From an optimization exercise on the open Yosys and OpenROAD flow, aimed at small area; shortcuts taken in it are not production practice.
In this exercise RTL edits were held to simulation tests only and were not proved equivalent to the original.
The clock port is modelled as an ideal driver, which makes a skipped or thinned clock tree look cheaper than it is; a real chip needs a root buffer or a tree.
No activity file was given, so power comes from the tool's default toggle rates.

Design calendar_clock, start of the top module:
module calendar_clock (
    input         clk,
    input         rst_n,
    input         tick,
    input         adj_min,
    input         adj_hr,
    input         day_add,
    input         month_add,
    input         year_add,
    input         set_min,
    input         set_hr,
    input         bell_en,
    output [7:0]  hour,
    output [7:0]  minute,
    output [7:0]  second,
    output [7:0]  day,
    output [7:0]  month,
    output [15:0] year,
    output        leap,
    output [2:0]  weekday,
    output        pulse_day,
    output [7:0]  alarm_hr,
    output [7:0]  alarm_min,
    output        alarm,
    output        chime
);
For scale: ~380 cells after synthesis, roughly 0.0031 mm² of cells after synthesis.
clock: 24.0 ns
lec_check: 0
abc_area: 1
cap_margin: 20
core_margin: 2
core_utilization: 40
cts_buf_list: sky130_fd_sc_hd__clkbuf_2 sky130_fd_sc_hd__clkbuf_4
place_density: 0.6
slew_margin: 20
standard.sh (not shown) runs the stock make flow with config.mk's settings and CLKGATE_MAP_FILE= SYNTH_SCRIPT=/design/flow/synth_recipe.tcl, a recipe that flattens the netlist after the stock synthesis.
==> flow/flow/run.sh <==
#!/bin/bash
# Own flow: the standard synthesis; then the combinational logic between the
# (unchanged) registers is re-mapped by ABC for area with a few scripts, and
# the smallest result that is proven equal to the standard netlist is kept;
# then the standard layout, with port buffers of the smallest buffer cell
# and, if flow/cts_args.txt exists, those clock tree options. The constant
# outputs share one tie cell (hilomap -singleton, no tie fanout repair).
set -euo pipefail
W=$(pwd)
F=$W/flow
R=$W/orfs/results/$FLOW_PLATFORM/calendar_clock/base
LIB=$FLOW_HOME/platforms/$FLOW_PLATFORM/lib/sky130_fd_sc_hd__tt_025C_1v80.lib
export BUFFER_PORTS_ARGS="-buffer_cell sky130_fd_sc_hd__buf_1"
export PRE_CTS_TCL=$F/pre_cts.tcl
export SKIP_REPAIR_TIE_FANOUT=1
if [[ -f $F/cts_args.txt ]]; then
  export CTS_ARGS="$(cat $F/cts_args.txt)"
fi

bash standard.sh synth > $W/standard_synth.log 2>&1
cp $R/1_2_yosys.v $W/synth_standard.v

DU=$(sed -n '/DONT_USE_CELLS/,/^$/p' $FLOW_HOME/platforms/$FLOW_PLATFORM/config.mk | grep -o 'sky130_fd_sc_hd__[a-z0-9_]*' | sed 's/^/-dont_use /' | tr '\n' ' ')

remap() {   # remap N: re-map with flow/remapN.abc into synth_remapN.v
  local n=$1
  cat > $W/remap$n.ys <<EOY
read_liberty -ignore_miss_func $LIB
read_verilog $W/synth_standard.v
hierarchy -top $FLOW_TOP
blackbox sky130_fd_sc_hd__df*
flatten
rename -hide w:* i:* o:* %u %d
opt_clean
abc -liberty $LIB -script $F/remap$n.abc $DU
opt_clean -purge
hilomap -singleton -hicell sky130_fd_sc_hd__conb_1 HI -locell sky130_fd_sc_hd__conb_1 LO
splitnets
opt_clean -purge
hierarchy -top $FLOW_TOP
tee -o $W/remap${n}_stat.txt stat -liberty $LIB
write_verilog -noattr -nohex -nodec $W/synth_remap$n.v
EOY
  yosys -s $W/remap$n.ys > $W/remap$n.log 2>&1 || true
}

equal() {   # equal FILE: prove FILE equal to the standard netlist
  local n=$1
  cat > $W/remap${n}_eq.ys <<EOY
read_liberty -ignore_miss_func $LIB
read_verilog $W/synth_standard.v
rename $FLOW_TOP gold
read_verilog $W/synth_remap$n.v
rename $FLOW_TOP gate
flatten gold gate
rename -hide gold/w:* gold/i:* gold/o:* %u %d
rename -hide gate/w:* gate/i:* gate/o:* %u %d
opt_clean
async2sync
equiv_make gold gate eq
hierarchy -top eq
equiv_simple -seq 2
equiv_induct -seq 2
equiv_status -assert
EOY
  yosys -s $W/remap${n}_eq.ys > $W/remap${n}_eq.log 2>&1
}

N=$(ls $F/remap*.abc | wc -l)
export -f remap
export W F LIB DU FLOW_TOP
seq 1 $N | xargs -P ${NUM_CORES:-4} -I{} bash -c 'remap {}'
: > $W/remap_choice.txt
for n in $(seq 1 $N); do
  a=$(grep -s 'Chip area' $W/remap${n}_stat.txt | awk '{print $NF}' || true)
  [[ -n "$a" && -f $W/synth_remap$n.v ]] && echo "$a $n" >> $W/remap_choice.txt
done
chosen=""
for n in $(sort -g $W/remap_choice.txt | awk '{print $2}'); do
  if equal $n; then chosen=$n; break; fi
done
if [[ -n "$chosen" ]]; then
  echo "chosen: remap$chosen" >> $W/remap_choice.txt
  cp $W/synth_remap$chosen.v $R/1_2_yosys.v
  touch $R/1_2_yosys.v
else
  echo "none proven equal; keeping the standard netlist" >> $W/remap_choice.txt
fi

bash standard.sh > $W/standard_layout.log 2>&1
Other scripts of this flow, unchanged in this note and not shown: flow/flow/pre_cts.tcl, flow/flow/remap1.abc
The starting point passed the timing, design-rule and antenna checks.
Change:
--- a/flow/flow/run.sh
+++ b/flow/flow/run.sh
@@ -6,2 +6 @@
-# and, if flow/cts_args.txt exists, those clock tree options. The constant
-# outputs share one tie cell (hilomap -singleton, no tie fanout repair).
+# and, if flow/cts_args.txt exists, those clock tree options.
@@ -15 +13,0 @@
-export SKIP_REPAIR_TIE_FANOUT=1
@@ -37 +35 @@
-hilomap -singleton -hicell sky130_fd_sc_hd__conb_1 HI -locell sky130_fd_sc_hd__conb_1 LO
+hilomap -hicell sky130_fd_sc_hd__conb_1 HI -locell sky130_fd_sc_hd__conb_1 LO
Effect: Worst setup slack degrades by 0.0068 ns; die area is higher by 2.3%; worst hold slack improves by 0.022 ns; total power is lower by 1.9%; global-route usage is higher by 0.23 points; sequential share of layout area is lower by 0.91 points; utilization is higher by 0.49 points.
In every run of this note, the design's own scripts or RTL, not TritonCTS, make the clock network.

========
Starting RTL as in the previous note.
Design calendar_clock, start of the top module:
module calendar_clock (
    input         clk,
    input         rst_n,
    input         tick,
    input         adj_min,
    input         adj_hr,
    input         day_add,
    input         month_add,
    input         year_add,
    input         set_min,
    input         set_hr,
    input         bell_en,
    output [7:0]  hour,
    output [7:0]  minute,
    output [7:0]  second,
    output [7:0]  day,
    output [7:0]  month,
    output [15:0] year,
    output        leap,
    output [2:0]  weekday,
    output        pulse_day,
    output [7:0]  alarm_hr,
    output [7:0]  alarm_min,
    output        alarm,
    output        chime
);
export LEC_CHECK = 0
export ABC_AREA = 1
export CAP_MARGIN = 20
export CORE_MARGIN = 2
export CORE_UTILIZATION = 40
export CTS_BUF_LIST = sky130_fd_sc_hd__clkbuf_2 sky130_fd_sc_hd__clkbuf_4
export PLACE_DENSITY = 0.6
export SLEW_MARGIN = 20
create_clock -name core_clock -period 24.0 [get_ports {clk}]
==> flow/flow/run.sh <==
#!/bin/bash
# Own flow: the standard synthesis; then the combinational logic between the
# (unchanged) registers is re-mapped by ABC for area with a few scripts, and
# the smallest result that is proven equal to the standard netlist is kept;
# then the standard layout, with port buffers of the smallest buffer cell
# and, if flow/cts_args.txt exists, those clock tree options.
set -euo pipefail
W=$(pwd)
F=$W/flow
R=$W/orfs/results/$FLOW_PLATFORM/calendar_clock/base
LIB=$FLOW_HOME/platforms/$FLOW_PLATFORM/lib/sky130_fd_sc_hd__tt_025C_1v80.lib
export BUFFER_PORTS_ARGS="-buffer_cell sky130_fd_sc_hd__buf_1"
if [[ -f $F/cts_args.txt ]]; then
  export CTS_ARGS="$(cat $F/cts_args.txt)"
fi

bash standard.sh synth > $W/standard_synth.log 2>&1
cp $R/1_2_yosys.v $W/synth_standard.v

DU=$(sed -n '/DONT_USE_CELLS/,/^$/p' $FLOW_HOME/platforms/$FLOW_PLATFORM/config.mk | grep -o 'sky130_fd_sc_hd__[a-z0-9_]*' | sed 's/^/-dont_use /' | tr '\n' ' ')

remap() {   # remap N: re-map with flow/remapN.abc into synth_remapN.v
  local n=$1
  cat > $W/remap$n.ys <<EOY
read_liberty -ignore_miss_func $LIB
read_verilog $W/synth_standard.v
hierarchy -top $FLOW_TOP
blackbox sky130_fd_sc_hd__df*
flatten
rename -hide w:* i:* o:* %u %d
opt_clean
abc -liberty $LIB -script $F/remap$n.abc $DU
opt_clean -purge
hilomap -hicell sky130_fd_sc_hd__conb_1 HI -locell sky130_fd_sc_hd__conb_1 LO
splitnets
opt_clean -purge
hierarchy -top $FLOW_TOP
tee -o $W/remap${n}_stat.txt stat -liberty $LIB
write_verilog -noattr -nohex -nodec $W/synth_remap$n.v
EOY
  yosys -s $W/remap$n.ys > $W/remap$n.log 2>&1 || true
}

equal() {   # equal FILE: prove FILE equal to the standard netlist
  local n=$1
  cat > $W/remap${n}_eq.ys <<EOY
read_liberty -ignore_miss_func $LIB
read_verilog $W/synth_standard.v
rename $FLOW_TOP gold
read_verilog $W/synth_remap$n.v
rename $FLOW_TOP gate
flatten gold gate
rename -hide gold/w:* gold/i:* gold/o:* %u %d
rename -hide gate/w:* gate/i:* gate/o:* %u %d
opt_clean
async2sync
equiv_make gold gate eq
hierarchy -top eq
equiv_simple -seq 2
equiv_induct -seq 2
equiv_status -assert
EOY
  yosys -s $W/remap${n}_eq.ys > $W/remap${n}_eq.log 2>&1
}

N=$(ls $F/remap*.abc | wc -l)
for n in $(seq 1 $N); do remap $n & done
wait
: > $W/remap_choice.txt
for n in $(seq 1 $N); do
  a=$(grep -s 'Chip area' $W/remap${n}_stat.txt | awk '{print $NF}' || true)
  [[ -n "$a" && -f $W/synth_remap$n.v ]] && echo "$a $n" >> $W/remap_choice.txt
done
chosen=""
for n in $(sort -g $W/remap_choice.txt | awk '{print $2}'); do
  if equal $n; then chosen=$n; break; fi
done
if [[ -n "$chosen" ]]; then
  echo "chosen: remap$chosen" >> $W/remap_choice.txt
  cp $W/synth_remap$chosen.v $R/1_2_yosys.v
  touch $R/1_2_yosys.v
else
  echo "none proven equal; keeping the standard netlist" >> $W/remap_choice.txt
fi

bash standard.sh > $W/standard_layout.log 2>&1
==> flow/flow/cts_args.txt <==
-repair_clock_nets -dont_use_dummy_load -root_buf sky130_fd_sc_hd__clkbuf_4 -distance_between_buffers 500 -buf_list {sky130_fd_sc_hd__clkbuf_4}
==> flow/flow/remap1.abc <==
strash
&get -n
&deepsyn -T 20
&put
dch -f
amap
strash
&get -n
&deepsyn -T 20
&put
dch -f
amap
==> flow/flow/remap2.abc <==
strash
&get -n
&deepsyn -T 20
&put
dch -f
amap
mfs3 -a
strash
&get -n
&deepsyn -T 20
&put
dch -f
amap
==> flow/flow/remap3.abc <==
strash
&get -n
&deepsyn -T 20
&put
dch -f
amap
strash
&get -n
&deepsyn -T 20
&put
dch -f
amap
strash
&get -n
&deepsyn -T 20
&put
dch -f
amap
==> flow/flow/remap4.abc <==
strash
&get -n
&deepsyn -T 60
&put
dch -f
amap
The first run went through all stages and came out clean.
Rerun with:
--- a/flow/flow/run.sh
+++ b/flow/flow/run.sh
@@ -12,0 +13 @@
+export SKIP_REPAIR_TIE_FANOUT=1
@@ -34 +35 @@
-hilomap -hicell sky130_fd_sc_hd__conb_1 HI -locell sky130_fd_sc_hd__conb_1 LO
+hilomap -singleton -hicell sky130_fd_sc_hd__conb_1 HI -locell sky130_fd_sc_hd__conb_1 LO
@@ -67,2 +68,3 @@
-for n in $(seq 1 $N); do remap $n & done
-wait
+export -f remap
+export W F LIB DU FLOW_TOP
+seq 1 $N | xargs -P ${NUM_CORES:-4} -I{} bash -c 'remap {}'
==> flow/flow/cts_args.txt (replaced) <==
-sink_clustering_enable -repair_clock_nets -dont_use_dummy_load -sink_clustering_size 16 -sink_clustering_max_diameter 300 -buf_list {sky130_fd_sc_hd__clkbuf_2 sky130_fd_sc_hd__clkbuf_4}
==> flow/flow/remap1.abc (replaced) <==
strash
&get -n
&deepsyn -S 0 -T 20
&put
dch -f
amap
mfs3 -a
strash
&get -n
&deepsyn -S 0 -T 20
&put
dch -f
amap
removed: flow/flow/remap2.abc
removed: flow/flow/remap3.abc
removed: flow/flow/remap4.abc
Via count is lower by a few percent; synthesized area decreases by a few percent; design area went down by a few percent; sequential share of layout area goes up by 0.90 points; flip-flop and latch count stays the same; count of clock-buffer cells in the layout does not change; worst setup slack improved by 11 ps; sequential power is higher slightly; combinational power increases slightly.
Rerun with:
--- a/flow/flow/run.sh
+++ b/flow/flow/run.sh
@@ -13 +12,0 @@
-export SKIP_REPAIR_TIE_FANOUT=1
@@ -35 +34 @@
-hilomap -singleton -hicell sky130_fd_sc_hd__conb_1 HI -locell sky130_fd_sc_hd__conb_1 LO
+hilomap -hicell sky130_fd_sc_hd__conb_1 HI -locell sky130_fd_sc_hd__conb_1 LO
@@ -68,3 +67,2 @@
-export -f remap
-export W F LIB DU FLOW_TOP
-seq 1 $N | xargs -P ${NUM_CORES:-4} -I{} bash -c 'remap {}'
+for n in $(seq 1 $N); do remap $n & done
+wait
==> flow/flow/remap1.abc (replaced) <==
strash
&get -n
&deepsyn -T 20
&put
dch -f
amap
strash
&get -n
&deepsyn -T 20
&put
dch -f
amap
==> flow/flow/remap2.abc (new file) <==
strash
&get -n
&deepsyn -T 20
&put
dch -f
amap
mfs3 -a
strash
&get -n
&deepsyn -T 20
&put
dch -f
amap
==> flow/flow/remap3.abc (new file) <==
strash
&get -n
&deepsyn -T 20
&put
dch -f
amap
strash
&get -n
&deepsyn -T 20
&put
dch -f
amap
strash
&get -n
&deepsyn -T 20
&put
dch -f
amap
==> flow/flow/remap4.abc (new file) <==
strash
&get -n
&deepsyn -T 60
&put
dch -f
amap
The changed run completed without violations; via count went up by about 1.8%; synthesized area went up by about 1.3%; utilization went up by 0.29 points; power stays flat; clock skew went down by 9.2 ps; routed wire length went up by about 0.45%; final cell count went up by about 2%; setup slack is worse by 31 ps.
Rerun with:
--- a/flow/flow/run.sh
+++ b/flow/flow/run.sh
@@ -67,2 +67,3 @@
-for n in $(seq 1 $N); do remap $n & done
-wait
+export -f remap
+export W F LIB DU FLOW_TOP
+seq 1 $N | xargs -P ${NUM_CORES:-4} -I{} bash -c 'remap {}'
==> flow/flow/remap1.abc (replaced) <==
strash
&get -n
&deepsyn -S 1 -T 20
&put
dch -f
amap
mfs3 -a
strash
&get -n
&deepsyn -S 21 -T 20
&put
dch -f
amap
==> flow/flow/remap2.abc (replaced) <==
strash
&get -n
&deepsyn -S 2 -T 20
&put
dch -f
amap
mfs3 -a
strash
&get -n
&deepsyn -S 22 -T 20
&put
dch -f
amap
==> flow/flow/remap3.abc (replaced) <==
strash
&get -n
&deepsyn -S 3 -T 20
&put
dch -f
amap
mfs3 -a
strash
&get -n
&deepsyn -S 23 -T 20
&put
dch -f
amap
==> flow/flow/remap4.abc (replaced) <==
strash
&get -n
&deepsyn -S 4 -T 20
&put
dch -f
amap
mfs3 -a
strash
&get -n
&deepsyn -S 24 -T 20
&put
dch -f
amap
==> flow/flow/remap5.abc (new file) <==
strash
&get -n
&deepsyn -S 5 -T 40
&put
dch -f
amap
mfs3 -a
strash
&get -n
&deepsyn -S 25 -T 20
&put
dch -f
amap
==> flow/flow/remap6.abc (new file) <==
strash
&get -n
&deepsyn -S 6 -T 40
&put
dch -f
amap
mfs3 -a
strash
&get -n
&deepsyn -S 26 -T 20
&put
dch -f
amap
==> flow/flow/remap7.abc (new file) <==
strash
&get -n
&deepsyn -S 7 -T 40
&put
dch -f
amap
mfs3 -a
strash
&get -n
&deepsyn -S 27 -T 20
&put
dch -f
amap
==> flow/flow/remap8.abc (new file) <==
strash
&get -n
&deepsyn -S 8 -T 40
&put
dch -f
amap
mfs3 -a
strash
&get -n
&deepsyn -S 28 -T 20
&put
dch -f
amap
Outcome:
- via count rises by 3.7%
- clock-buffer cell count does not change
- worst setup slack improved by 18 ps
- wire length rises by 2.4%
- power falls by 1.2%
- flip-flop and latch count is unchanged
- cell area rises by 1.2%
Rerun with:
--- a/flow/flow/run.sh
+++ b/flow/flow/run.sh
@@ -67,3 +67,2 @@
-export -f remap
-export W F LIB DU FLOW_TOP
-seq 1 $N | xargs -P ${NUM_CORES:-4} -I{} bash -c 'remap {}'
+for n in $(seq 1 $N); do remap $n & done
+wait
==> flow/flow/cts_args.txt (replaced) <==
-sink_clustering_enable -repair_clock_nets -dont_use_dummy_load -sink_clustering_size 32 -sink_clustering_max_diameter 400 -buf_list {sky130_fd_sc_hd__clkbuf_4 sky130_fd_sc_hd__clkbuf_8}
==> flow/flow/remap1.abc (replaced) <==
strash
&get -n
&deepsyn -T 20
&put
dch -f
amap
strash
&get -n
&deepsyn -T 20
&put
dch -f
amap
==> flow/flow/remap2.abc (replaced) <==
strash
&get -n
&deepsyn -T 20
&put
dch -f
amap
mfs3 -a
strash
&get -n
&deepsyn -T 20
&put
dch -f
amap
==> flow/flow/remap3.abc (replaced) <==
strash
&get -n
&deepsyn -T 20
&put
dch -f
amap
strash
&get -n
&deepsyn -T 20
&put
dch -f
amap
strash
&get -n
&deepsyn -T 20
&put
dch -f
amap
==> flow/flow/remap4.abc (replaced) <==
strash
&get -n
&deepsyn -T 60
&put
dch -f
amap
removed: flow/flow/remap5.abc
removed: flow/flow/remap6.abc
removed: flow/flow/remap7.abc
removed: flow/flow/remap8.abc
- global-route usage went down by 0.31 points
- total power rises by 4.9%
- hold slack degrades by 30 ps
- die area falls by 1.3%
- utilization rises by 0.43 points
- area after synthesis goes down by 1.3%
- clock skew goes down by 9.5 ps
- critical path depth is unchanged
- sequential cell count is unchanged
- sequential share of layout area went down by 0.16 points
Rerun with:
--- a/flow/flow/run.sh
+++ b/flow/flow/run.sh
@@ -6 +6,2 @@
-# and, if flow/cts_args.txt exists, those clock tree options.
+# and, if flow/cts_args.txt exists, those clock tree options. The constant
+# outputs share one tie cell (hilomap -singleton, no tie fanout repair).
@@ -12,0 +14 @@
+export SKIP_REPAIR_TIE_FANOUT=1
@@ -34 +36 @@
-hilomap -hicell sky130_fd_sc_hd__conb_1 HI -locell sky130_fd_sc_hd__conb_1 LO
+hilomap -singleton -hicell sky130_fd_sc_hd__conb_1 HI -locell sky130_fd_sc_hd__conb_1 LO
@@ -67,2 +69,3 @@
-for n in $(seq 1 $N); do remap $n & done
-wait
+export -f remap
+export W F LIB DU FLOW_TOP
+seq 1 $N | xargs -P ${NUM_CORES:-4} -I{} bash -c 'remap {}'
==> flow/flow/cts_args.txt (replaced) <==
-sink_clustering_enable -repair_clock_nets -dont_use_dummy_load -sink_clustering_size 16 -sink_clustering_max_diameter 300 -buf_list {sky130_fd_sc_hd__clkbuf_2 sky130_fd_sc_hd__clkbuf_4}
==> flow/flow/remap1.abc (replaced) <==
strash
&get -n
&deepsyn -S 0 -T 20
&put
dch -f
amap
mfs3 -a
strash
&get -n
&deepsyn -S 0 -T 20
&put
dch -f
amap
==> flow/flow/remap10.abc (new file) <==
strash
&get -n
&deepsyn -S 9 -T 20
&put
dch -f
amap
mfs3 -a
strash
&get -n
&deepsyn -S 9 -T 20
&put
dch -f
amap
==> flow/flow/remap11.abc (new file) <==
strash
&get -n
&deepsyn -S 10 -T 20
&put
dch -f
amap
mfs3 -a
strash
&get -n
&deepsyn -S 10 -T 20
&put
dch -f
amap
==> flow/flow/remap12.abc (new file) <==
strash
&get -n
&deepsyn -S 11 -T 20
&put
dch -f
amap
mfs3 -a
strash
&get -n
&deepsyn -S 11 -T 20
&put
dch -f
amap
==> flow/flow/remap2.abc (replaced) <==
strash
&get -n
&deepsyn -S 1 -T 20
&put
dch -f
amap
mfs3 -a
strash
&get -n
&deepsyn -S 1 -T 20
&put
dch -f
amap
==> flow/flow/remap3.abc (replaced) <==
strash
&get -n
&deepsyn -S 2 -T 20
&put
dch -f
amap
mfs3 -a
strash
&get -n
&deepsyn -S 2 -T 20
&put
dch -f
amap
==> flow/flow/remap4.abc (replaced) <==
strash
&get -n
&deepsyn -S 3 -T 20
&put
dch -f
amap
mfs3 -a
strash
&get -n
&deepsyn -S 3 -T 20
&put
dch -f
amap
==> flow/flow/remap5.abc (new file) <==
strash
&get -n
&deepsyn -S 4 -T 20
&put
dch -f
amap
mfs3 -a
strash
&get -n
&deepsyn -S 4 -T 20
&put
dch -f
amap
==> flow/flow/remap6.abc (new file) <==
strash
&get -n
&deepsyn -S 5 -T 20
&put
dch -f
amap
mfs3 -a
strash
&get -n
&deepsyn -S 5 -T 20
&put
dch -f
amap
==> flow/flow/remap7.abc (new file) <==
strash
&get -n
&deepsyn -S 6 -T 20
&put
dch -f
amap
mfs3 -a
strash
&get -n
&deepsyn -S 6 -T 20
&put
dch -f
amap
==> flow/flow/remap8.abc (new file) <==
strash
&get -n
&deepsyn -S 7 -T 20
&put
dch -f
amap
mfs3 -a
strash
&get -n
&deepsyn -S 7 -T 20
&put
dch -f
amap
==> flow/flow/remap9.abc (new file) <==
strash
&get -n
&deepsyn -S 8 -T 20
&put
dch -f
amap
mfs3 -a
strash
&get -n
&deepsyn -S 8 -T 20
&put
dch -f
amap
First-iteration DRC count is higher by 65%.
Total power is lower by 7.3%.
Wire length is higher by 0.50%.
Non-clock buffer count stays the same.
Utilization is lower by 0.91 points.
Worst hold slack gains 6.7 ps.

==> what the ideal ports hide <==
No port has a modelled driver above. Below, the same layouts with a new extraction and two added sets of constraints.
Step 1 (the two cells are an assumption about what drives the block):
set clk [get_ports {clk}]
set_driving_cell -lib_cell sky130_fd_sc_hd__clkbuf_16 $clk
set_driving_cell -lib_cell sky130_fd_sc_hd__buf_2 [delete_from_list [all_inputs] $clk]
Step 2 times the ports against the registers' clock, not the clock port: input delays grow and output delays shrink by t, the midpoint of the rising clock arrivals with the driver on.
a / b / c = no drivers / after step 1 / after step 2; a / b = the first two.
run	t (ns)	setup WS [ns]	worst setup path after step 2	latest minus earliest clock arrival (ns)
the first run of note 1	0.217	13.403 / 13.379 / 13.379	input to output	0.014 / 0.014
the second run of note 1	0.218	13.396 / 13.373 / 13.373	input to output	0.012 / 0.012
the first run of note 2	0.400	13.391 / 13.367 / 13.367	input to output	0.022 / 0.023
the second run of note 2	0.399	13.402 / 13.377 / 13.377	input to output	0.031 / 0.031
the third run of note 2	0.410	13.371 / 13.347 / 13.347	input to output	0.023 / 0.023
the fourth run of note 2	0.415	13.389 / 13.367 / 13.367	input to output	0.021 / 0.022
the fifth run of note 2	0.346	13.371 / 13.346 / 13.346	input to output	0.014 / 0.014
the sixth run of note 2	0.388	13.377 / 13.355 / 13.355	input to output	0.024 / 0.024
After both steps setup and hold are still met in every run listed.
